Background: an optimization exercise with open tools, aiming at small area and a short achievable clock period. Do not read the settings as production practice. Only simulation tests tie the RTL to the original design; equivalence was not proved. Power figures rest on the tool's default switching activity, not on a simulated workload.

==> flow/design.v (outline; a module is shown in full before it is edited, if it fits) <==
// module alu: 1689 lines
// module h_a22oi: 3 lines
// module h_nand2: 3 lines
// module h_xor2: 3 lines
// module h_xnor2: 3 lines
// module h_nor2: 3 lines
// module h_inv: 3 lines
// module h_aoi21: 3 lines
// module h_oai21: 3 lines
// module h_buf: 3 lines
// module control: 24 lines
// module regfile: 2016 lines
// module g_a222oi: 3 lines
// module g_nand2: 3 lines
// module g_nand4: 3 lines
// module g_nand3: 3 lines
// module g_nor3: 3 lines
// module g_or3: 3 lines
// module rv64_core: 54 lines
module rv64_core (
    input  logic        clk,
    input  logic        reset,
    output logic [63:0] imem_addr,
    input  logic [31:0] imem_rdata,
    output logic        dmem_we,
    output logic [63:0] dmem_addr,
    output logic [63:0] dmem_wdata,
    input  logic [63:0] dmem_rdata
);
  // ...
==> flow/flow/run.sh <==
#!/bin/bash
set -euo pipefail
export BUFFER_PORTS_ARGS="-buffer_cell sky130_fd_sc_hd__buf_2"
bash standard.sh > standard_flow.log 2>&1
==> flow/standard.sh <==
#!/bin/bash
# synth_recipe.tcl (not shown) runs the flow's synth.tcl, then flattens the netlist and writes it again
# the make line also repeats each setting of config.mk as NAME=value (left out here)
make -C /OpenROAD-flow-scripts/flow DESIGN_CONFIG=/design/flow/config.mk WORK_HOME=/design/flow/orfs CLKGATE_MAP_FILE= SYNTH_SCRIPT=/design/flow/synth_recipe.tcl "${@:-finish}"
==> flow/config.mk <==
export PLATFORM = sky130hd
export DESIGN_NAME = rv64_core
export DESIGN_NICKNAME = rv64_core
export VERILOG_FILES = /design/flow/design.v
export SDC_FILE = /design/flow/constraint.sdc
export NUM_CORES = 4
export LEC_CHECK = 0
export CAP_MARGIN = 20
export CORE_MARGIN = 2
export CORE_UTILIZATION = 40
export SETUP_SLACK_MARGIN = 5
export SLEW_MARGIN = 20
export SYNTH_HIERARCHICAL = 1
export TNS_END_PERCENT = 10
==> flow/constraint.sdc <==
create_clock -name core_clock -period 15.0 [get_ports {clk}]
set_input_delay 3.0000 -clock core_clock [delete_from_list [all_inputs] [get_ports {clk}]]
set_output_delay 3.0000 -clock core_clock [all_outputs]
set_load 0.01 [all_outputs]
==> results.py, run 1 <==
metrics = {
    "run_status": {
        "run_status": "finished clean",
    },
    "detailed_routing": {
        "wire_per_inst_um": 42.7,
        "detail_route.drc_violations": 0,
        "drt.antenna.violating_nets": 0,
        "detail_route.iter0.violations": 21900,
    },
    "sta": {
        "worst-slew-pin-transition_ns": 1.27,
        "fin_crit_sh_pct": 69.4,
        "final.hold.worst_slack_ns": 0.468,
        "timing.setup.tns_ns": 0,
    },
    "placed_design": {
        "pre_cts_slack_ns": 2.58,
    },
    "worst_setup_path": {
        "crit_end": "dmem_addr[61]",
        "path_cells": "buf_4 > or3b_4 > buf_4 > nor2_4 > buf_12 > buf_6 > a222oi_1 > nand4_1 > buf_4 > nor3_4 > buf_12 > a22oi_2 > nand2_2 > xor2_2 > nand2_2 > nor2_4 > nand2_2 > o21ai_4 > buf_4 > a21oi_4 > o21ai_4 > xor2_4 > buf_12 > buf_2",
        "data_required_critical_path_ns": 12.00,
        "critical_path_launch_point": "imem_rdata[23]",
    },
    "run": {
        "maxCapViolCount": 0,
    },
    "grt": {
        "grt_use_met2_pct": 51.7,
        "grt_antenna_before_repair": 44,
        "grt_pass1_wl_um": 559000,
    },
    "logic_synthesis": {
        "yosysTopAreaCellShare_pct": 67.1,
        "most_frequent_cell_after_synthesis": "edfxtp_1",
        "postSynthRegisterBits": 2046,
        "synth.area.mux_share_pct": 0.812,
        "yosysTopAreaCell": "edfxtp_1",
    },
    "cells_and_area": {
        "final_net_count": 6898,
        "final_util_pct": 52.2,
        "sh_seq_area_pct": 53.2,
        "multi_input_area_share_pct": 29.1,
        "top_regs": "reg_file.regs: 1984 flops, pc: 62 flops",
        "clock_cell_area_share_pct": 5.88,
        "layout.non_clock_inverters": 26,
        "mostFrequentLayoutCell": "edfxtp_1",
    },
    "clock_tree": {
        "clk-insertion-delay-late_ns": 0.93,
        "tritoncts_clock_tree": "yes",
    },
    "die": {
        "die-area_um2": 226000,
        "floorplan.initialDensity_pct": 40.3,
    },
    "power": {
        "clockNetworkPower_mw": 5.22,
        "netSwitchingPower_mw": 5.33,
        "combinationalPower_mw": 4.22,
    },
}
==> run 2: changes to the inputs <==
--- a/flow/config.mk
+++ b/flow/config.mk
@@ -8,6 +8,8 @@
 export CAP_MARGIN = 20
 export CORE_MARGIN = 2
 export CORE_UTILIZATION = 40
+export CTS_CLUSTER_DIAMETER = 100
+export CTS_CLUSTER_SIZE = 30
 export SETUP_SLACK_MARGIN = 5
 export SLEW_MARGIN = 20
 export SYNTH_HIERARCHICAL = 1
==> run 2 against run 1 <==
Against the previous run: sequential power about the same; wire length down 2.4%; clock power fell by 42%; register-to-register slack lost 0.02 ns; critical path type unchanged; highest routed layer unchanged.
==> results.py, run 2 <==
metrics = {
    "cells_and_area": {
        "largest_register": "reg_file.regs",
        "mostFrequentLayoutCell": "edfxtp_1",
        "final_net_count": 6768,
        "final_cell_area_um2": 110000,
        "most_frequent_cells_in_the_layout": "edfxtp_1 (1984), a222oi_1 (1280), buf_4 (533), buf_2 (278), nand4_1 (277)",
        "final_layout_size_suffix_gt1_share_pct": 34.0,
        "area_growth_pct": 24.3,
        "number_of_flip_flops_under_the_largest_register_name": 1984,
        "top_regs": "reg_file.regs: 1984 flops, pc: 62 flops",
    },
    "worst_setup_path": {
        "cp_slowest_cell": "nor3_4",
        "cp_slowest_stage_delay_ns": 0.49,
        "worstPathMaxFanout": 17,
        "data_required_critical_path_ns": 12.00,
        "worst_setup_path_end_kind": "primary output",
        "critical_path_launch_point": "imem_rdata[15]",
        "path_cells": "clkbuf_4 > or3b_4 > nor2_4 > buf_12 > buf_16 > a222oi_1 > nand4_1 > nor3_4 > xor2_4 > xor2_4 > buf_4 > nand2_4 > nor2_4 > nand2_4 > o21ai_4 > a21oi_4 > buf_12 > xnor2_4 > buf_2",
        "timing.rr.start": "reg_file.regs[22][34]",
        "start_kind": "input pin",
        "critPathArrivalTime_ns": 7.44,
        "critical_path_class": "input pin to primary output",
    },
    "clock_tree": {
        "clkTransAtPathRegs_ns": 0.10,
        "ctsRootBufferMaster": "clkbuf_16",
        "clk-insertion-delay-late_ns": 0.82,
        "cts-hold-fix-buffers": 0,
        "clock_path_buffers": 3,
        "clkSinkCount": 2046,
        "cts-buffers-inserted": 85,
        "tritoncts_clock_tree": "yes",
        "clock_tree.htree_level_count": 3,
    },
    "power": {
        "worst_ir_drop_vdd_v": 0.000151,
        "design_power_total_mw": 14.5,
        "powerDensity_nw_per_um2": 132,
        "leakagePower_nw": 35.1,
    },
    "logic_synthesis": {
        "synth_cell_type_count": 48,
        "yosysTopAreaCellShare_pct": 67.1,
        "most_frequent_cell_after_synthesis": "edfxtp_1",
        "ys.warnings.count": 15,
        "synth.avg_cell_area_um2": 16.0,
        "synth_top_family_by_area": "compound AO/OA/AOI/OAI gates",
        "post_synth_main_area_contributors": "edfxtp_1 (67%), a222oi_1 (14%), xor2_1 (2.5%)",
        "post_synth_edffs": 1984,
        "synth_adder_area_share_pct": 0.0141,
        "synth_top_flop_cell": "edfxtp_1",
        "yosysTopAreaCell": "edfxtp_1",
        "synth_commonest_cells": "edfxtp_1 (1984), a222oi_1 (1280), nand2_1 (370), nor2_1 (284), nand4_1 (277)",
        "synth.area.mux_share_pct": 0.812,
        "compound_gate_portion_of_the_synthesized_area_pct": 18.7,
        "synth-seq-area-share_pct": 68.8,
        "post_synthesis_cells": 5562,
        "synthSimpleGateAreaFrac_pct": 8.27,
        "yosys.area_share.xor_xnor_pct": 3.12,
        "async_reset_ff_share_pct": 3.03,
        "syn-cell-area_um2": 88800,
        "postSynthRegisterBits": 2046,
    },
    "die": {
        "rows": 172,
        "die-area_um2": 226000,
        "die_w_um": 475,
        "floorplan.io_pins": 291,
        "core_region_area_um2": 220000,
        "floorplan.initialDensity_pct": 40.3,
        "die_h_um": 475,
    },
    "placed_design": {
        "place.gp.congestion": 1.05,
        "placed_area_um2": 96700,
        "io_buffer_count": 288,
        "detailed_place_hpwl_um": 249000,
    },
    "grt": {
        "grt_overflow_total": 0,
        "grt_use_total_pct": 35.4,
        "via_count_of_the_first_global_routing_pass": 68100,
        "grt_max_degree": 77,
        "grt_antenna_before_repair": 53,
        "grt_pass1_wl_um": 552000,
    },
    "sta": {
        "worst-slew-pin-transition_ns": 1.24,
        "worst_slew_margin_relative_to_its_limit_pct": 17.2,
        "final_hold_viols": 0,
        "total_of_endpoints_with_negative_setup_slack_in_the_final_report": 0,
        "fin_skew_ns": 0.0619,
        "report.final.slew_viol_count": 0,
        "clock.fmax_mhz": 95.8,
        "unrepaired_setup_endpoints_after_global_routing": "true",
        "period_minus_slack_ns": 10.44,
        "timing.setup.tns_ns": 0,
        "fin_crit_sh_pct": 69.6,
    },
    "detailed_routing": {
        "drt.antenna.violating_nets": 0,
        "vias": 73300,
        "drt_pre_antenna_iters": 15,
        "detail_route.drc_violations": 0,
        "drt-vias-per-instance": 7.57,
        "routed_wl_um": 415000,
        "detail_route.iter0.violations": 21400,
        "wire_per_inst_um": 42.9,
    },
    "hold_path": {
        "hold_path.class": "flop to flop",
        "hp_start": "pc[63]",
    },
    "run": {
        "maxCapViolCount": 0,
    },
    "run_status": {
        "run_status": "finished clean",
    },
}
-- run 2: through the flow --
step / worst slack [ns] / std cells / hold WS [ns] / util, %
after floorplan: 1.12 / 5568 / 0.497 / -
after global placement: 2.28 / 9018 / 0.461 / 43.9
after detailed placement: 2.58 / 9019 / 0.470 / 43.9
after CTS: 4.84 / 9584 / 0.484 / 49.6
after global routing: 4.62 / 9662 / 0.498 / 50.1
final: 4.56 / 9674 / 0.474 / 50.1
-- run 2: Yosys stat by module, one instance, submodules excluded, a selection --
module,copies in the design,flops+latches,area (µm²),cells inside
g_nor3,128,0,10.0,1
h_xor2,234,0,8.76,1
g_or3,64,0,6.26,1
h_nor2,169,0,3.75,1
control,1,0,171,20
h_aoi21,168,0,8.76,1
h_inv,16,0,3.75,1
-- run 2: power by group --
| group | internal (mW) | switching (mW) | total [mW] | leakage [nW] |
|---|---|---|---|---|
| Combinational | 1.22 | 2.99 | 4.21 | 15.1 |
| Sequential | 7.29 | 0.00175 | 7.29 | 18.7 |
| Clock | 1.18 | 1.85 | 3.03 | 1.27 |
-- run 2: what timing repair did --
action	4_1_cts	5_1_grt
gates cloned	16	1
setup endpoints to repair	64	59
buffers inserted	431	73
resized for setup	977	105
pin swaps	499	137
endpoints found under the hold margin	0	0
-- run 2: cell type report --
class | instances | area, µm²
Sequential cell | 2046 | 61100
Tap cell | 2958 | 3700
Fill cell | 18200 | 110000
Timing Repair Buffer | 1028 | 9260
Inverter | 26 | 101
Multi-Input combinational cell | 3482 | 33500
Clock buffer | 90 | 2170
Antenna cell | 16 | 40.0
Clock inverter | 28 | 480
-- run 2: worst max-delay path: cells and delay by family --
kind	cells	cell delay (ns)
AOI/OAI and AO/OA	3	0.82
and+or+nand+nor	7	1.65
xor gates and xnor gates	3	0.84
buffers and inverters	6	1.07
-- run 2: worst paths after layout --
check                      slack, ns  cells after the start                     to
max in group asynchronous      12.06                      3                 pc[55]
setup / recovery                4.56                     19          dmem_addr[21]
hold / removal                  0.47                      1                 pc[63]
setup reg to reg               10.06                     15  reg_file.regs[18][50]
hold reg to reg                 0.47                      1                 pc[63]
min in group asynchronous       2.43                      3                  pc[7]
-- run 2: logic make-up after synthesis --
group	Yosys count
mux	64
compound gates	1724
xor+xnor	316
simple gates	1362
other cells	2
flops	2046
buf+inv	47
fa+ha+maj	1
-- run 2: routing by layer --
| layer | GRT usage, % | vias to the layer above | routed length, µm |
|---|---|---|---|
| li1 | - | 27700 | - |
| met1 | 45.2 | 36400 | 139000 |
| met2 | 51.6 | 7573 | 174000 |
| met3 | 12.2 | 1510 | 69000 |
| met4 | 21.8 | 40 | 31800 |
| met5 | 0 | - | 325 |
==> run 3: changes to the inputs <==
==> flow/run.sh (new file) <==
#!/bin/bash
# synth_recipe.tcl (not shown) runs the flow's synth.tcl, then flattens the netlist and writes it again
# the make line also repeats each setting of config.mk as NAME=value (left out here)
make -C /OpenROAD-flow-scripts/flow DESIGN_CONFIG=/design/flow/config.mk WORK_HOME=/design/flow/orfs CLKGATE_MAP_FILE= SYNTH_SCRIPT=/design/flow/synth_recipe.tcl finish
--- a/flow/config.mk
+++ b/flow/config.mk
@@ -8,8 +8,6 @@
 export CAP_MARGIN = 20
 export CORE_MARGIN = 2
 export CORE_UTILIZATION = 40
-export CTS_CLUSTER_DIAMETER = 100
-export CTS_CLUSTER_SIZE = 30
 export SETUP_SLACK_MARGIN = 5
 export SLEW_MARGIN = 20
 export SYNTH_HIERARCHICAL = 1
removed: flow/flow/run.sh
removed: flow/standard.sh
==> run 3 against run 2 <==
Against the previous run: largest cell class unchanged; critical endpoint is now dmem_addr[23]; final cell count is 4.4% higher; synthesized cell count stayed put; flip-flop and latch count stayed put; critical path type unchanged; combinational power is 5.9% higher; fmax is 0.55% higher.
==> results.py, run 3 <==
metrics = {
    "run_status": {
        "run_status": "finished clean",
    },
    "clock_tree": {
        "clock_path_buffers": 3,
        "cts-hold-fix-buffers": 0,
        "cts-buffers-inserted": 209,
        "ctsRootBufferMaster": "clkbuf_16",
        "clk-insertion-delay-late_ns": 0.93,
        "clock_tree.htree_level_count": 4,
        "clkSinkCount": 2046,
        "tritoncts_clock_tree": "yes",
        "clkTransAtPathRegs_ns": 0.06,
    },
    "sta": {
        "timing.setup.tns_ns": 0,
        "report.final.slew_viol_count": 0,
        "worst-slew-pin-transition_ns": 1.15,
        "clock.fmax_mhz": 96.3,
        "final_hold_viols": 0,
        "fin_crit_sh_pct": 69.2,
        "unrepaired_setup_endpoints_after_global_routing": "true",
        "fin_skew_ns": 0.0807,
        "worst_slew_margin_relative_to_its_limit_pct": 23.0,
        "total_of_endpoints_with_negative_setup_slack_in_the_final_report": 0,
        "period_minus_slack_ns": 10.38,
    },
    "die": {
        "die-area_um2": 226000,
        "die_h_um": 475,
        "floorplan.initialDensity_pct": 40.3,
        "core_region_area_um2": 220000,
        "rows": 172,
        "floorplan.io_pins": 291,
        "die_w_um": 475,
    },
    "logic_synthesis": {
        "synth_top_flop_cell": "edfxtp_1",
        "post_synth_edffs": 1984,
        "postSynthRegisterBits": 2046,
        "synth.avg_cell_area_um2": 16.0,
        "post_synthesis_cells": 5562,
        "post_synth_main_area_contributors": "edfxtp_1 (67%), a222oi_1 (14%), xor2_1 (2.5%)",
        "yosysTopAreaCellShare_pct": 67.1,
        "synth_cell_type_count": 48,
        "most_frequent_cell_after_synthesis": "edfxtp_1",
        "ys.warnings.count": 15,
        "async_reset_ff_share_pct": 3.03,
        "syn-cell-area_um2": 88800,
        "synth-seq-area-share_pct": 68.8,
        "synth_commonest_cells": "edfxtp_1 (1984), a222oi_1 (1280), nand2_1 (370), nor2_1 (284), nand4_1 (277)",
        "yosysTopAreaCell": "edfxtp_1",
    },
    "power": {
        "clkPwrFrac_pct": 31.7,
        "internal_power_mw": 11.9,
        "flop_pwr_share_pct": 42.4,
        "power.share.switching_pct": 31.1,
        "netSwitchingPower_mw": 5.35,
        "powerDensity_nw_per_um2": 144,
        "power.share.combinational_pct": 25.9,
        "design_power_total_mw": 17.2,
        "leakagePower_nw": 38.6,
        "worst_ir_drop_vdd_v": 0.000152,
    },
    "worst_setup_path": {
        "regToRegSetupSlack_ns": 10.15,
        "critPathArrivalTime_ns": 7.38,
        "data_required_critical_path_ns": 12.00,
        "r2r.worst_path.cells": 16,
        "path_common_cell": "buf_4",
        "worst_setup_path_end_kind": "primary output",
        "path_cells": "buf_6 > nand3b_1 > buf_4 > buf_4 > nor2_4 > buf_6 > a222oi_1 > nand3_1 > nor3_4 > xor2_2 > buf_4 > xor2_4 > buf_4 > a21oi_4 > o21ai_4 > a21oi_4 > inv_1 > a21oi_4 > xnor2_4 > buf_12 > dlygate4sd2_1",
        "cp_slowest_stage_delay_ns": 0.54,
        "worstPathMaxFanout": 39,
        "start_kind": "input pin",
        "cp_top_family": "buffers and inverters",
        "timing.critical_path.depth": 21,
        "critPathBufInv": 9,
        "cp_slowest_cell": "buf_6",
        "critical_path_class": "input pin to primary output",
    },
    "detailed_routing": {
        "drt_pre_antenna_iters": 14,
        "routed_wl_um": 425000,
        "detail_route.iter0.violations": 20500,
        "vias": 75300,
        "drt-vias-per-instance": 7.46,
        "drt.antenna.violating_nets": 0,
        "wire_per_inst_um": 42.1,
        "detail_route.drc_violations": 0,
    },
    "cells_and_area": {
        "most_frequent_cells_in_the_layout": "edfxtp_1 (1984), a222oi_1 (1280), buf_4 (563), nand4_1 (277), clkdlybuf4s50_1 (221)",
        "final_layout_size_suffix_gt1_share_pct": 34.1,
        "number_of_flip_flops_under_the_largest_register_name": 1984,
        "final_net_count": 7036,
        "area_growth_pct": 34.3,
        "mostFrequentLayoutCell": "edfxtp_1",
        "top_regs": "reg_file.regs: 1984 flops, pc: 62 flops",
        "largest_register": "reg_file.regs",
        "fill_count": 17200,
    },
    "grt": {
        "grt_antenna_before_repair": 23,
        "grt_max_degree": 65,
        "grt_use_total_pct": 36.0,
        "grt_pass1_wl_um": 566000,
        "via_count_of_the_first_global_routing_pass": 72000,
        "grt_overflow_total": 0,
    },
    "hold_path": {
        "holdPathStages": 1,
        "hold_path.class": "flop to flop",
    },
    "run": {
        "maxCapViolCount": 0,
    },
    "placed_design": {
        "io_buffer_count": 288,
        "detailed_place_hpwl_um": 245000,
        "place.gp.congestion": 1.05,
    },
}
[run 3: cell counts after synthesis]
No cell type changed its count.
[run 3: power groups by stage]
stage          registers (mW)  logic [mW]  clock network [mW]
2_1_floorplan            7.40        1.50                   0
3_3_place_gp             7.41        2.99                   0
3_5_place_dp             7.41        3.04                   0
4_1_cts                  7.29        4.20                5.44
5_1_grt                  7.29        4.56                5.67
6_report                 7.30        4.46                5.45
[run 3: path summary, 6_finish.rpt]
check                                         to                  from
min                                       pc[63]                pc[63]
max                                dmem_addr[23]        imem_rdata[16]
min reg2reg                               pc[63]                pc[63]
min in group asynchronous                  pc[5]                 reset
max reg2reg                reg_file.regs[16][25]  reg_file.regs[19][5]
max in group asynchronous                 pc[47]                 reset
[run 3: what timing repair did]
action | 4_1_cts | 5_1_grt
buffers inserted | 577 | 52
gates cloned | 30 | 6
endpoints found under the setup margin | 132 | 63
pin swaps | 624 | 113
hold endpoints to repair | 0 | 0
gates resized for setup | 1480 | 83
[run 3: per-layer routing]
| metal | vias up | track usage (%) | routed length [µm] |
|---|---|---|---|
| li1 | 28400 | - | - |
| met1 | 37400 | 44.1 | 139000 |
| met2 | 7738 | 52.7 | 180000 |
| met3 | 1698 | 12.7 | 68500 |
| met4 | 12 | 26.3 | 38200 |
| met5 | - | 0 | 79 |
[run 3: layout make-up]
class	count	area [µm²]	share of cell area (%)
well taps	2958	3700	3.10
clock buffers	250	5430	4.55
flip-flops and latches	2046	61100	51.3
inverters	26	104	0.0871
multi-input cells	3482	34200	28.7
diodes	20	50.0	0.0420
repair buffers	1172	12900	10.8
clock inverters	141	1680	1.41
[run 3: per-stage QoR]
step / cell area [µm²] / cells / setup slack [ns] / util [%] / hold slack [ns]
floorplan: 89000 / 5568 / 1.12 / - / 0.497
global placement: 98100 / 9019 / 0.871 / 44.6 / 0.466
detailed placement: 98100 / 9019 / 1.25 / 44.6 / 0.466
CTS: 118000 / 10000 / 4.90 / 53.7 / 0.474
global route: 119000 / 10100 / 4.55 / 54.1 / 0.508
finish: 119000 / 10100 / 4.62 / 54.2 / 0.467
[run 3: per-module statistics from Yosys (local to each module, per instance), a selection]
module / flops+latches / cells
g_nor3: 0 / 1
h_buf: 0 / 1
control: 0 / 20
rv64_core: 62 / 340
g_nand2: 0 / 1
h_xor2: 0 / 1
h_xnor2: 0 / 1
g_a222oi: 0 / 1
g_nand3: 0 / 1
g_nand4: 0 / 1
h_a22oi: 0 / 1
h_inv: 0 / 1
g_or3: 0 / 1
h_aoi21: 0 / 1
[run 3: cell families after synthesis]
kind of cell / Yosys count / share of synthesized area [%]
AO/OA/AOI/OAI: 1724 / 18.7
XOR/XNOR: 316 / 3.12
adder cells (fa/ha/maj): 1 / 0.0141
buffers and inverters: 47 / 0.213
flip-flops: 2046 / 68.8
multiplexers: 64 / 0.812
other: 2 / 0.00846
AND/OR/NAND/NOR: 1362 / 8.27
[run 3: worst reg2reg max path, cell delays in order (launching register included)]
cell,delay [ns]
edfxtp_1,0.38
a222oi_1,0.40
nand4_1,0.54
nor3_2,0.38
xor2_1,0.18
buf_4,0.16
xor2_4,0.28
nand2_4,0.14
nor2_4,0.22
buf_4,0.16
a21oi_4,0.09
o21ai_4,0.13
a21oi_4,0.14
buf_4,0.18
xnor2_4,0.31
buf_4,0.17
mux2_2,0.64
==> run 4: changes to the inputs <==
==> flow/flow/run.sh (new file) <==
#!/bin/bash
set -euo pipefail
export BUFFER_PORTS_ARGS="-buffer_cell sky130_fd_sc_hd__buf_2"
bash standard.sh > standard_flow.log 2>&1
==> flow/standard.sh (new file) <==
#!/bin/bash
# synth_recipe.tcl (not shown) runs the flow's synth.tcl, then flattens the netlist and writes it again
# the make line also repeats each setting of config.mk as NAME=value (left out here)
make -C /OpenROAD-flow-scripts/flow DESIGN_CONFIG=/design/flow/config.mk WORK_HOME=/design/flow/orfs CLKGATE_MAP_FILE= SYNTH_SCRIPT=/design/flow/synth_recipe.tcl "${@:-finish}"
--- a/flow/config.mk
+++ b/flow/config.mk
@@ -8,6 +8,8 @@
 export CAP_MARGIN = 20
 export CORE_MARGIN = 2
 export CORE_UTILIZATION = 40
+export CTS_CLUSTER_DIAMETER = 80
+export CTS_CLUSTER_SIZE = 24
 export SETUP_SLACK_MARGIN = 5
 export SLEW_MARGIN = 20
 export SYNTH_HIERARCHICAL = 1
removed: flow/run.sh
==> run 4 against run 3 <==
Against the previous run: still clean; wire length shrank 1.4%; fmax down 0.52%; clock skew rose by 0.011 ns; final cell count down 3.7%; die area unchanged; critical endpoint is now dmem_addr[62]; core utilization decreased by 3.6 points; highest routed layer unchanged.
==> results.py, run 4 <==
metrics = {
    "run_status": {
        "run_status": "finished clean",
    },
    "sta": {
        "timing.setup.tns_ns": 0,
        "final.hold.worst_slack_ns": 0.472,
        "fin_skew_ns": 0.0913,
        "fin_crit_sh_pct": 69.6,
        "clock.fmax_mhz": 95.8,
        "final_hold_viols": 0,
        "total_of_endpoints_with_negative_setup_slack_in_the_final_report": 0,
        "worst-slew-pin-transition_ns": 1.23,
        "unrepaired_setup_endpoints_after_global_routing": "true",
        "period_minus_slack_ns": 10.43,
        "report.final.slew_viol_count": 0,
        "worst_slew_margin_relative_to_its_limit_pct": 18.0,
    },
    "cells_and_area": {
        "most_frequent_cells_in_the_layout": "edfxtp_1 (1984), a222oi_1 (1280), buf_4 (516), nand4_1 (277), buf_2 (277)",
        "area_growth_pct": 25.4,
        "final_layout_size_suffix_gt1_share_pct": 34.4,
        "final_net_count": 6795,
        "largest_register": "reg_file.regs",
        "final_util_pct": 50.6,
        "top_regs": "reg_file.regs: 1984 flops, pc: 62 flops",
        "final_cell_area_um2": 111000,
        "number_of_flip_flops_under_the_largest_register_name": 1984,
        "mostFrequentLayoutCell": "edfxtp_1",
    },
    "worst_setup_path": {
        "worst_setup_path_end_kind": "primary output",
        "critical_path_class": "input pin to primary output",
        "critPathArrivalTime_ns": 7.43,
        "critical_path_launch_point": "imem_rdata[15]",
        "start_kind": "input pin",
        "r2r.worst_path.cells": 15,
        "timing.rr.start": "reg_file.regs[22][15]",
        "worstPathMaxFanout": 32,
        "data_required_critical_path_ns": 12.00,
    },
    "detailed_routing": {
        "vias": 73500,
        "detail_route.drc_violations": 0,
        "wire_per_inst_um": 43.1,
        "drt-vias-per-instance": 7.56,
        "drt_pre_antenna_iters": 15,
        "detail_route.iter0.violations": 21200,
        "drt.antenna.violating_nets": 0,
        "routed_wl_um": 419000,
    },
    "die": {
        "die_h_um": 475,
        "die_w_um": 475,
        "floorplan.io_pins": 291,
        "core_region_area_um2": 220000,
        "die-area_um2": 226000,
        "rows": 172,
        "floorplan.initialDensity_pct": 40.3,
    },
    "power": {
        "power.share.switching_pct": 33.4,
        "flop_pwr_share_pct": 48.8,
        "leakagePower_nw": 35.5,
        "worst_ir_drop_vdd_v": 0.000153,
        "internal_power_mw": 9.95,
        "power.share.combinational_pct": 28.3,
        "netSwitchingPower_mw": 4.98,
        "clkPwrFrac_pct": 22.9,
        "design_power_total_mw": 14.9,
        "powerDensity_nw_per_um2": 134,
    },
    "logic_synthesis": {
        "post_synthesis_cells": 5562,
        "synth_cell_type_count": 48,
        "synth.avg_cell_area_um2": 16.0,
        "synth-seq-area-share_pct": 68.8,
        "yosysTopAreaCellShare_pct": 67.1,
        "ys.warnings.count": 15,
        "async_reset_ff_share_pct": 3.03,
        "synth_top_flop_cell": "edfxtp_1",
        "post_synth_main_area_contributors": "edfxtp_1 (67%), a222oi_1 (14%), xor2_1 (2.5%)",
        "postSynthRegisterBits": 2046,
        "yosysTopAreaCell": "edfxtp_1",
        "synth_commonest_cells": "edfxtp_1 (1984), a222oi_1 (1280), nand2_1 (370), nor2_1 (284), nand4_1 (277)",
        "post_synth_edffs": 1984,
        "syn-cell-area_um2": 88800,
        "most_frequent_cell_after_synthesis": "edfxtp_1",
    },
    "hold_path": {
        "holdPathStages": 1,
        "hold_path.class": "flop to flop",
        "hp_start": "pc[63]",
    },
    "placed_design": {
        "io_buffer_count": 288,
        "place.gp.congestion": 1.05,
        "placed_area_um2": 96700,
        "detailed_place_hpwl_um": 249000,
    },
    "clock_tree": {
        "clkTransAtPathRegs_ns": 0.09,
        "clock_path_buffers": 3,
        "ctsRootBufferMaster": "clkbuf_16",
        "clkSinkCount": 2046,
        "tritoncts_clock_tree": "yes",
        "clock_tree.htree_level_count": 3,
        "clk-insertion-delay-late_ns": 0.88,
        "cts-buffers-inserted": 110,
    },
    "grt": {
        "grt_overflow_total": 0,
        "grt_antenna_before_repair": 41,
        "grt_pass1_wl_um": 553000,
        "grt_use_total_pct": 35.4,
        "via_count_of_the_first_global_routing_pass": 67900,
        "grt_max_degree": 77,
    },
    "run": {
        "maxCapViolCount": 0,
    },
}
[run 4: metal layers]
layer | track usage, % | up-vias | wire length [µm] | part of all wire, %
met3 | 12.3 | 1552 | 71000 | 17
met1 | 45.3 | 36600 | 139000 | 33
met2 | 51.3 | 7625 | 175000 | 42
li1 | - | 27800 | - | -
met4 | 22.0 | 26 | 33800 | 8.1
met5 | 0 | - | 493 | 0.12
[run 4: worst paths after layout]
path                                         end  slack [ns]
hold reg to reg                           pc[63]        0.47
min in group asynchronous                  pc[4]        2.40
max in group asynchronous                 pc[63]       12.10
setup / recovery                   dmem_addr[62]        4.57
setup reg to reg           reg_file.regs[18][50]       10.06
hold / removal                            pc[63]        0.47
[run 4: logic make-up (layout without fill, tap and decap cells)]
family | count (synthesis) | in the layout | synth area share [%]
flip-flops | 2046 | 2046 | 68.8
AO/OA/AOI/OAI | 1724 | 1724 | 18.7
AND/OR/NAND/NOR | 1362 | 1369 | 8.27
XOR/XNOR | 316 | 316 | 3.12
multiplexers | 64 | 64 | 0.812
buffers and inverters | 47 | 1222 | 0.213
other | 2 | 26 | 0.00846
adder cells (fa/ha/maj) | 1 | 1 | 0.0141
[run 4: layout make-up]
type,instances,area [µm²]
inverter,26,101
clock inverter,45,579
sequential,2046,61100
tap,2958,3700
multi-input combinational,3482,33400
fill,18100,109000
timing repair buffer,1030,9530
clock buffer,121,2860
antenna,18,45.0
[run 4: metrics by stage]
stage                     instances  worst slack (ns)
after floorplan                5568              1.12
after global placement         9018              2.28
after detailed placement       9019              2.58
after CTS                      9631              4.83
after global routing           9714              4.59
final                          9726              4.57
[run 4: critical path, stage by stage]
cell      delay, ns
clkbuf_4       0.16
or3b_4         0.49
nor2_4         0.48
buf_8          0.38
a222oi_1       0.19
nand3_1        0.22
nor3_2         0.10
xor2_1         0.51
xor2_4         0.19
buf_4          0.19
a21oi_2        0.19
o21ai_2        0.12
a21oi_2        0.26
o21ai_2        0.13
a21oi_2        0.18
o21ai_4        0.09
xor2_4         0.16
buf_12         0.17
buf_2          0.14
[run 4: power groups by stage]
stage | registers (mW) | clock network [mW] | logic (mW)
after global routing | 7.29 | 3.61 | 4.31
after CTS | 7.29 | 3.42 | 3.92
after detailed placement | 7.42 | 0 | 3.01
final | 7.29 | 3.42 | 4.23
after floorplan | 7.40 | 0 | 1.50
after global placement | 7.41 | 0 | 2.96
[run 4: what timing repair did]
item / CTS / global route
setup endpoints to repair: 64 / 60
setup buffers: 430 / 69
gates cloned: 16 / 8
resized for setup: 949 / 146
hold endpoints to repair: 0 / 0
hold buffers: 0 / 0
pin swaps: 490 / 175
[run 4: Yosys stat by module (local to each module, per instance), a selection]
| module | cell area [µm²] | flip-flops and latches | cells |
|---|---|---|---|
| alu | 3.75 | 0 | 1 |
| control | 171 | 0 | 20 |
| g_a222oi | 10.0 | 0 | 1 |
| g_nand2 | 3.75 | 0 | 1 |
| g_nand3 | 5.00 | 0 | 1 |
| g_nand4 | 6.26 | 0 | 1 |
| g_or3 | 6.26 | 0 | 1 |
| h_buf | 7.51 | 0 | 1 |
| h_inv | 3.75 | 0 | 1 |
| h_nand2 | 3.75 | 0 | 1 |
| h_nor2 | 3.75 | 0 | 1 |
| h_oai21 | 5.00 | 0 | 1 |
| h_xor2 | 8.76 | 0 | 1 |
| rv64_core | 3650 | 62 | 340 |
==> run 5: changes to the inputs <==
--- a/flow/config.mk
+++ b/flow/config.mk
@@ -8,9 +8,9 @@
 export CAP_MARGIN = 20
 export CORE_MARGIN = 2
 export CORE_UTILIZATION = 40
-export CTS_CLUSTER_DIAMETER = 80
-export CTS_CLUSTER_SIZE = 24
-export SETUP_SLACK_MARGIN = 5
+export CTS_CLUSTER_DIAMETER = 100
+export CTS_CLUSTER_SIZE = 30
+export SETUP_SLACK_MARGIN = 4.6
 export SLEW_MARGIN = 20
 export SYNTH_HIERARCHICAL = 1
-export TNS_END_PERCENT = 10
+export TNS_END_PERCENT = 5
==> run 5 against run 4 <==
Against the previous run: still clean on timing, DRC and antenna; core utilization decreased by 2.7 points; combinational power decreased by 18%; total power decreased by 8.0%; critical path depth decreased by 1; via count decreased by 3.1%; clock power decreased by 12%; synthesized cell count unchanged; design area decreased by 5.3%; sequential power about the same; count of clock-buffer cells in the layout decreased by 31; non-clock buffer count decreased by 239; area after synthesis unchanged; critical endpoint is now dmem_addr[46]; largest cell class unchanged.
==> results.py, run 5 <==
metrics = {
    "detailed_routing": {
        "drt-vias-per-instance": 7.56,
        "drt_pre_antenna_iters": 15,
        "vias": 71300,
        "detail_route.iter0.violations": 20800,
        "routed_wl_um": 403000,
        "detail_route.drc_violations": 0,
        "drt.antenna.violating_nets": 0,
        "wire_per_inst_um": 42.8,
    },
    "placed_design": {
        "io_buffer_count": 288,
        "place.gp.congestion": 1.06,
        "placed_area_um2": 97000,
        "detailed_place_hpwl_um": 251000,
        "dpl.cell_count": 9043,
    },
    "logic_synthesis": {
        "post_synth_main_area_contributors": "edfxtp_1 (67%), a222oi_1 (14%), xor2_1 (2.5%)",
        "postSynthRegisterBits": 2046,
        "synth_cell_type_count": 48,
        "yosysTopAreaCellShare_pct": 67.1,
        "yosysTopAreaCell": "edfxtp_1",
        "async_reset_ff_share_pct": 3.03,
        "ys.warnings.count": 15,
        "most_frequent_cell_after_synthesis": "edfxtp_1",
        "post_synth_edffs": 1984,
        "synth-seq-area-share_pct": 68.8,
        "synth_commonest_cells": "edfxtp_1 (1984), a222oi_1 (1280), nand2_1 (370), nor2_1 (284), nand4_1 (277)",
        "synth_top_flop_cell": "edfxtp_1",
        "post_synthesis_cells": 5562,
        "syn-cell-area_um2": 88800,
        "synth.avg_cell_area_um2": 16.0,
    },
    "grt": {
        "grt_overflow_total": 0,
        "via_count_of_the_first_global_routing_pass": 67600,
        "grt_antenna_before_repair": 27,
        "grt_max_degree": 65,
        "grt_use_total_pct": 34.1,
        "grt_pass1_wl_um": 534000,
    },
    "cells_and_area": {
        "fill_count": 18900,
        "final_cell_area_um2": 105000,
        "final_util_pct": 47.9,
        "final_layout_size_suffix_gt1_share_pct": 28.3,
        "number_of_flip_flops_under_the_largest_register_name": 1984,
        "final_net_count": 6524,
        "area_growth_pct": 18.7,
        "fin_cells": 9429,
        "largest_register": "reg_file.regs",
        "most_frequent_cells_in_the_layout": "edfxtp_1 (1984), a222oi_1 (1280), buf_4 (363), nand2_1 (356), buf_2 (288)",
        "top_regs": "reg_file.regs: 1984 flops, pc: 62 flops",
        "mostFrequentLayoutCell": "edfxtp_1",
    },
    "hold_path": {
        "hold_path.class": "flop to flop",
    },
    "clock_tree": {
        "cts-buffers-inserted": 85,
        "tritoncts_clock_tree": "yes",
        "ctsRootBufferMaster": "clkbuf_16",
        "clkTransAtPathRegs_ns": 0.10,
        "clock_tree.htree_level_count": 3,
        "cts-hold-fix-buffers": 0,
        "clk-insertion-delay-late_ns": 0.85,
        "clkSinkCount": 2046,
        "clock_path_buffers": 3,
    },
    "power": {
        "leakagePower_nw": 33.0,
        "worst_ir_drop_vdd_v": 0.000274,
        "powerDensity_nw_per_um2": 130,
    },
    "die": {
        "floorplan.initialDensity_pct": 40.3,
        "die_w_um": 475,
        "die_h_um": 475,
        "die-area_um2": 226000,
        "core_region_area_um2": 220000,
        "floorplan.io_pins": 291,
        "rows": 172,
    },
    "worst_setup_path": {
        "regToRegSetupSlack_ns": 10.05,
        "critical_path_class": "input pin to primary output",
        "critPathArrivalTime_ns": 7.69,
        "worstPathMaxFanout": 17,
        "start_kind": "input pin",
        "worst_setup_path_end_kind": "primary output",
        "data_required_critical_path_ns": 12.00,
    },
    "sta": {
        "unrepaired_setup_endpoints_after_global_routing": "true",
        "final_hold_viols": 0,
        "fin_skew_ns": 0.0872,
        "timing.setup.tns_ns": 0,
        "worst_slew_margin_relative_to_its_limit_pct": 33.1,
        "worst-slew-pin-transition_ns": 1.00,
        "fin_crit_sh_pct": 71.3,
        "report.final.slew_viol_count": 0,
        "period_minus_slack_ns": 10.69,
        "clock.fmax_mhz": 93.5,
        "total_of_endpoints_with_negative_setup_slack_in_the_final_report": 0,
    },
    "run": {
        "maxCapViolCount": 0,
    },
    "run_status": {
        "run_status": "finished clean",
    },
}
## run 5: layout make-up
| class | count | area, µm² | share of cell area [%] |
|---|---|---|---|
| well taps | 2958 | 3700 | 3.51 |
| flip-flops and latches | 2046 | 61100 | 58.0 |
| clock buffers | 90 | 2190 | 2.08 |
| inverters | 26 | 97.6 | 0.0926 |
| clock inverters | 30 | 418 | 0.396 |
| diodes | 13 | 32.5 | 0.0309 |
| repair buffers | 791 | 6730 | 6.38 |
| multi-input cells | 3475 | 31100 | 29.5 |
## run 5: through the flow
stage          total power, mW  hold slack (ns)  worst slack [ns]
6_report                  13.7            0.484              4.31
3_3_place_gp              10.2            0.456              2.67
4_1_cts                   13.5            0.478              4.44
2_1_floorplan             8.89            0.497              1.12
3_5_place_dp              10.3            0.463              2.73
5_1_grt                   14.0            0.497              4.31
## run 5: timing repair
item | CTS | global route
pin swaps | 134 | 134
cloned | 0 | 2
resized for setup | 364 | 171
buffers inserted | 173 | 78
endpoints found under the setup margin | 63 | 57
hold endpoints to repair | 0 | 0
## run 5: logic make-up after synthesis
| group | synth area share [%] |
|---|---|
| flip-flops | 68.8 |
| AO/OA/AOI/OAI | 18.7 |
| AND/OR/NAND/NOR | 8.27 |
| XOR/XNOR | 3.12 |
| multiplexers | 0.812 |
| buffers and inverters | 0.213 |
| other | 0.00846 |
| adder cells (fa/ha/maj) | 0.0141 |
## run 5: final timing paths
kind                                       from                     to  cells after the start
min in group asynchronous                 reset                  pc[6]                      3
setup reg to reg           reg_file.regs[16][4]  reg_file.regs[28][27]                     15
hold / removal                           pc[63]                 pc[63]                      1
max in group asynchronous                 reset                 pc[49]                      3
setup / recovery                 imem_rdata[16]          dmem_addr[46]                     18
hold reg to reg                          pc[63]                 pc[63]                      1
## run 5: critical path, cell delays in order
cell and delay, ns:
buf_2 0.16, or3b_4 0.33, nor2_4 0.09, buf_4 0.17, buf_4 0.26, a222oi_1 0.56
nand4_1 0.24, nor3_2 0.35, xor2_1 0.32, xor2_2 0.31, nand2_1 0.24, nor2_2 0.23
nand2_1 0.19, nor2_2 0.29, nand2_1 0.13, o21ai_2 0.26, xor2_2 0.32, buf_2 0.20
## run 5: where the power goes
group | leakage (nW) | switching, mW | total, mW | internal [mW]
Combinational | 13.1 | 2.60 | 3.46 | 0.865
Sequential | 18.7 | 0.00175 | 7.29 | 7.28
Clock | 1.26 | 1.85 | 3.00 | 1.15
## run 5: per-layer routing
metal  wire, µm  track usage, %
met4      29200            20.9
met2     173000            50.8
met1     136000            43.0
met3      65200            11.2
met5        353           0.171
## run 5: Yosys stat by module (local to each module, per instance), excerpt
module | flip-flops and latches | cells | cell area [µm²] | times used
rv64_core | 62 | 340 | 3650 | 1
g_nand2 | 0 | 1 | 3.75 | 128
h_buf | 0 | 1 | 7.51 | 1
h_xnor2 | 0 | 1 | 8.76 | 21
g_or3 | 0 | 1 | 6.26 | 64
h_a22oi | 0 | 1 | 12.5 | 128
h_xor2 | 0 | 1 | 8.76 | 234
g_nand4 | 0 | 1 | 6.26 | 256
g_nand3 | 0 | 1 | 5.00 | 128
control | 0 | 20 | 171 | 1
h_aoi21 | 0 | 1 | 8.76 | 168
h_inv | 0 | 1 | 3.75 | 16
h_nor2 | 0 | 1 | 3.75 | 169
alu | 0 | 1 | 3.75 | 1
regfile | 1984 | 2122 | 60200 | 1
g_a222oi | 0 | 1 | 10.0 | 1280

==> port drivers added, routing unchanged <==
The results above use ideal ports. As a check the final layouts listed here were re-extracted and re-timed, cells and wires unchanged.
Step 1 assumes that a clkbuf_16 drives the clock port and a buf_2 every other input.
Step 2 moves the port delays by t, midway between the first and last clock arrival at a register: inputs arrive t later, outputs are due t later. That takes back most of the time a late clock gives input paths.
Three values: no drivers, after step 1, after step 2; two values: the first two.
run | t, ns | setup slack, ns | worst setup path at the end | slew at the worst register clock pin (ns)
run 1 | 0.984 | 4.594 / 4.509 / 4.509 | input to output | 0.07 / 0.07
run 2 | 0.883 | 4.563 / 4.503 / 4.503 | input to output | 0.12 / 0.12
run 3 | 0.990 | 4.620 / 4.564 / 4.564 | input to output | 0.08 / 0.08
run 4 | 0.924 | 4.566 / 4.479 / 4.479 | input to output | 0.10 / 0.10
run 5 | 0.898 | 4.308 / 4.277 / 4.277 | input to output | 0.12 / 0.12
After both steps setup and hold are still met in every run listed. The setup slack of run 4, which loses most, moves by -0.087 ns with the drivers and by -0.087 ns with both steps.
